What follows belongs to an exercise in optimizing a design on an open flow for small area; a production flow would make more cautious choices. Function was checked by simulation only, so behaviour that the tests miss may differ from the original. The clock port is modelled as an ideal driver, which makes a skipped or thinned clock tree look cheaper than it is; a real chip needs a root buffer or a tree. Power is estimated from default activity; no workload was simulated.

==> flow/design.v <==
`timescale 1ns / 1ps
module pcie_cq_engine_64_dword(
  input                               CLK                   ,
  input                               RST_N                 ,
  input      [64-1:0]   M_AXIS_CQ_TDATA       ,
  input                               M_AXIS_CQ_TLAST       ,
  input                               M_AXIS_CQ_TVALID      ,
  input  [88-1:0]   M_AXIS_CQ_TUSER       ,
  input      [64 / 32-1:0]   M_AXIS_CQ_TKEEP       ,
  output                              M_AXIS_CQ_TREADY      ,
  input                       [5:0]   PCIE_CQ_NP_REQ_COUNT  ,
  output                              PCIE_CQ_NO_REQ        ,
  input                               MEM_WR_BUSY           ,
  output     [64-1:0]   MEM_WR_DATA           ,
  output     [32-1:0]   MEM_WR_ADDR           ,
  output     [64 / 8-1:0]   MEM_WR_KEEP           ,
  output                              MEM_WR_VALD           ,
  output                              MEM_WR_ERRO           ,
  output                              MEM_WR_LAST           ,
  output                    [7:0]     st_test
);
reg   [1:0]   st        ;
reg   [63:0]  rData     ;
reg   [7:0]   rKeep     ;
reg           rVald     ;
reg           rBusy0    ;    
reg   [30:0]  rAddr     ;    
reg   [10:0]  rLeftN    ;    
wire beat  = M_AXIS_CQ_TVALID ;
wire sIdle = ~st[1] & ~st[0]  ;
wire sHdr  =  st[1] & ~st[0]  ;
wire sPay  =  st[1] &  st[0]  ;
wire sWait = ~st[1] &  st[0]  ;
wire hdrOk = (M_AXIS_CQ_TDATA[14:11] == 4'b0001) && (M_AXIS_CQ_TDATA[10:0] != 11'd0) ;
wire lastBeat = beat & M_AXIS_CQ_TLAST ;
wire fall  = rLeftN[9] & ~rBusy0 ;
always @(posedge CLK) begin
  if ( !RST_N )
    st <= 2'b00 ;
  else if ( sIdle )
    st <= (beat && M_AXIS_CQ_TUSER[40]) ? 2'b10 : 2'b00 ;
  else if ( sHdr )
    st <= beat ? (hdrOk ? 2'b11 : 2'b00) : 2'b10 ;
  else if ( sPay )
    st <= lastBeat ? 2'b01 : 2'b11 ;
  else
    st <= fall ? 2'b00 : 2'b01 ;
end
always @(posedge CLK) begin
  rVald <= RST_N & sPay & beat ;
end
always @(posedge CLK) begin
  rData  <= M_AXIS_CQ_TDATA        ;
  rKeep  <= M_AXIS_CQ_TUSER[15:8]  ;
  rBusy0 <= MEM_WR_BUSY            ;
end
wire        left2 = ~&rLeftN[10:1] ;
wire        inc2  = rVald & left2 ;
wire        inc1  = rVald & ~left2 & ~rLeftN[0] ;
wire [30:1] ac ;
genvar i ;
assign ac[1] = inc2 | (inc1 & rAddr[0]) ;
assign ac[2] = ac[1] & rAddr[1] ;
assign ac[3] = ac[2] & rAddr[2] ;
assign ac[4] = ac[3] & rAddr[3] ;
assign ac[5] = ac[4] & rAddr[4] ;
assign ac[6] = ac[5] & rAddr[5] ;
assign ac[7] = ac[6] & rAddr[6] ;
assign ac[8] = ac[7] & rAddr[7] ;
assign ac[9] = ac[1] & (&rAddr[8:1]) ;
assign ac[10] = ac[9] & rAddr[9] ;
assign ac[11] = ac[10] & rAddr[10] ;
assign ac[12] = ac[11] & rAddr[11] ;
assign ac[13] = ac[12] & rAddr[12] ;
assign ac[14] = ac[13] & rAddr[13] ;
assign ac[15] = ac[14] & rAddr[14] ;
assign ac[16] = ac[15] & rAddr[15] ;
assign ac[17] = ac[9] & (&rAddr[16:9]) ;
assign ac[18] = ac[17] & rAddr[17] ;
assign ac[19] = ac[18] & rAddr[18] ;
assign ac[20] = ac[19] & rAddr[19] ;
assign ac[21] = ac[20] & rAddr[20] ;
assign ac[22] = ac[21] & rAddr[21] ;
assign ac[23] = ac[22] & rAddr[22] ;
assign ac[24] = ac[23] & rAddr[23] ;
assign ac[25] = ac[17] & (&rAddr[24:17]) ;
assign ac[26] = ac[25] & rAddr[25] ;
assign ac[27] = ac[26] & rAddr[26] ;
assign ac[28] = ac[27] & rAddr[27] ;
assign ac[29] = ac[28] & rAddr[28] ;
assign ac[30] = ac[29] & rAddr[29] ;
wire [10:1] lb ;
assign lb[1] = inc2 ;
generate for (i = 2; i <= 10; i = i + 1) begin : g_lb
  assign lb[i] = lb[i-1] & rLeftN[i-1] ;
end endgenerate
always @(posedge CLK) begin
  if ( !st[1] )                       
    rAddr <= {1'b0, M_AXIS_CQ_TDATA[31:2]} ;
  else
    rAddr <= {rAddr[30:1] ^ ac, rAddr[0] ^ inc1} ;
end
always @(posedge CLK) begin
  if ( !st[0] )                       
    rLeftN <= ~M_AXIS_CQ_TDATA[10:0] ;
  else begin
    rLeftN[8:0] <= {rLeftN[8:1] ^ lb[8:1], rLeftN[0] | inc1} ;
    rLeftN[10]  <= lastBeat ? M_AXIS_CQ_TUSER[41] : rLeftN[10] ^ lb[10] ;
    rLeftN[9]   <= (lastBeat | ~st[1]) ? rBusy0 : rLeftN[9] ^ lb[9] ;
  end
end
assign M_AXIS_CQ_TREADY = 1'b1 ;
assign PCIE_CQ_NO_REQ   = 1'b0 ;
assign st_test          = {6'd0, st} ;
assign MEM_WR_DATA      = rData ;
assign MEM_WR_ADDR      = {1'b0, rAddr} ;
assign MEM_WR_KEEP      = rKeep ;
assign MEM_WR_VALD      = rVald ;
assign MEM_WR_LAST      = ~st[1] ;
assign MEM_WR_ERRO      = ~st[1] & rLeftN[10] ;
endmodule
Settings: LEC_CHECK=0, CAP_MARGIN=20, CORE_MARGIN=2, CORE_UTILIZATION=40, SLEW_MARGIN=20; clock period 4.0 ns.
standard.sh (not shown) runs the stock make flow with config.mk's settings and CLKGATE_MAP_FILE= SYNTH_SCRIPT=/design/flow/synth_recipe.tcl, a recipe that flattens the netlist after the stock synthesis.
==> flow/flow/run.sh <==
#!/bin/bash
# ORFS layout (the standard.sh) with: 1-unit port buffers, tie cells kept as
# synthesised (one per value), and a hand-built two-level clock tree.
set -euo pipefail
here=$(pwd)
export BUFFER_PORTS_ARGS="-buffer_cell sky130_fd_sc_hd__buf_1"
export SKIP_REPAIR_TIE_FANOUT=1
export PRE_CTS_TCL=$here/flow/pre_cts.tcl
export MCTS_ROOT=
export MCTS_LEAF=sky130_fd_sc_hd__clkbuf_16
export MCTS_NLEAF=4
bash standard.sh finish > $here/standard_flow.log 2>&1
Other scripts of this flow, unchanged in this note and not shown: flow/flow/manual_cts.tcl, flow/flow/pre_cts.tcl
The baseline finished with timing, DRC and antenna clean.
Then changed:
--- a/flow/design.v
+++ b/flow/design.v
@@ -22,8 +22,10 @@
 reg   [1:0]   st        ;
 reg   [63:0]  rData     ;
 reg   [7:0]   rKeep     ;
+reg           rDisc     ;    
 reg           rVald     ;
 reg           rBusy0    ;    
+reg           rBusy1    ;    
 reg   [30:0]  rAddr     ;    
 reg   [10:0]  rLeftN    ;    
 wire beat  = M_AXIS_CQ_TVALID ;
@@ -32,8 +34,7 @@
 wire sPay  =  st[1] &  st[0]  ;
 wire sWait = ~st[1] &  st[0]  ;
 wire hdrOk = (M_AXIS_CQ_TDATA[14:11] == 4'b0001) && (M_AXIS_CQ_TDATA[10:0] != 11'd0) ;
-wire lastBeat = beat & M_AXIS_CQ_TLAST ;
-wire fall  = rLeftN[9] & ~rBusy0 ;
+wire fall  = rBusy1 & ~rBusy0 ;
 always @(posedge CLK) begin
   if ( !RST_N )
     st <= 2'b00 ;
@@ -42,7 +43,7 @@
   else if ( sHdr )
     st <= beat ? (hdrOk ? 2'b11 : 2'b00) : 2'b10 ;
   else if ( sPay )
-    st <= lastBeat ? 2'b01 : 2'b11 ;
+    st <= (beat && M_AXIS_CQ_TLAST) ? 2'b01 : 2'b11 ;
   else
     st <= fall ? 2'b00 : 2'b01 ;
 end
@@ -52,7 +53,9 @@
 always @(posedge CLK) begin
   rData  <= M_AXIS_CQ_TDATA        ;
   rKeep  <= M_AXIS_CQ_TUSER[15:8]  ;
+  rDisc  <= M_AXIS_CQ_TUSER[41]    ;
   rBusy0 <= MEM_WR_BUSY            ;
+  rBusy1 <= rBusy0                 ;
 end
 wire        left2 = ~&rLeftN[10:1] ;
 wire        inc2  = rVald & left2 ;
@@ -103,11 +106,8 @@
 always @(posedge CLK) begin
   if ( !st[0] )                       
     rLeftN <= ~M_AXIS_CQ_TDATA[10:0] ;
-  else begin
-    rLeftN[8:0] <= {rLeftN[8:1] ^ lb[8:1], rLeftN[0] | inc1} ;
-    rLeftN[10]  <= lastBeat ? M_AXIS_CQ_TUSER[41] : rLeftN[10] ^ lb[10] ;
-    rLeftN[9]   <= (lastBeat | ~st[1]) ? rBusy0 : rLeftN[9] ^ lb[9] ;
-  end
+  else
+    rLeftN <= {rLeftN[10:1] ^ lb, rLeftN[0] | inc1} ;
 end
 assign M_AXIS_CQ_TREADY = 1'b1 ;
 assign PCIE_CQ_NO_REQ   = 1'b0 ;
@@ -117,5 +117,5 @@
 assign MEM_WR_KEEP      = rKeep ;
 assign MEM_WR_VALD      = rVald ;
 assign MEM_WR_LAST      = ~st[1] ;
-assign MEM_WR_ERRO      = ~st[1] & rLeftN[10] ;
+assign MEM_WR_ERRO      = ~st[1] & rDisc ;
 endmodule
=> Setup slack gains 0.26 ns. Combinational power fell by about a fifth. Critical path depth does not change. Power went down by a few percent. Sequential power is about the same. Hold slack degrades by 0.11 ns. Design area grows slightly. Wire length decreases by a few percent. Cell count grows slightly. Sequential share of layout area goes up by 0.59 points. Synthesized cell count came out higher slightly. Global-route usage decreases by 1.1 points. First-iteration DRC count drops by a few percent.
In every run of this note, the design's own scripts or RTL, not TritonCTS, make the clock network.

[static timing again, ports no longer ideal]
In the flow no input, the clock included, has a driving cell. The finished layouts below were timed again as built, in two steps. Step 1, drivers: a clkbuf_16 drives CLK and a buf_2 each remaining input, both assumed. Step 2 times the ports against the registers' clock, not the clock port: input delays grow and output delays shrink by t, the midpoint of the rising clock arrivals with the driver on. Three values: ideal ports, drivers, drivers and shift; two values: the first two.
run	shift t [ns]	setup WS [ns]	worst hold slack (ns)	latest minus earliest clock arrival (ns)	worst slew at a driven data input, ns
the first run	0.243	0.575 / 0.575 / 0.575	0.466 / 0.466 / 0.466	0.010 / 0.010	0.07
the second run	0.244	0.837 / 0.837 / 0.837	0.351 / 0.351 / 0.351	0.012 / 0.012	0.04
After both steps setup and hold are still met in every run listed.
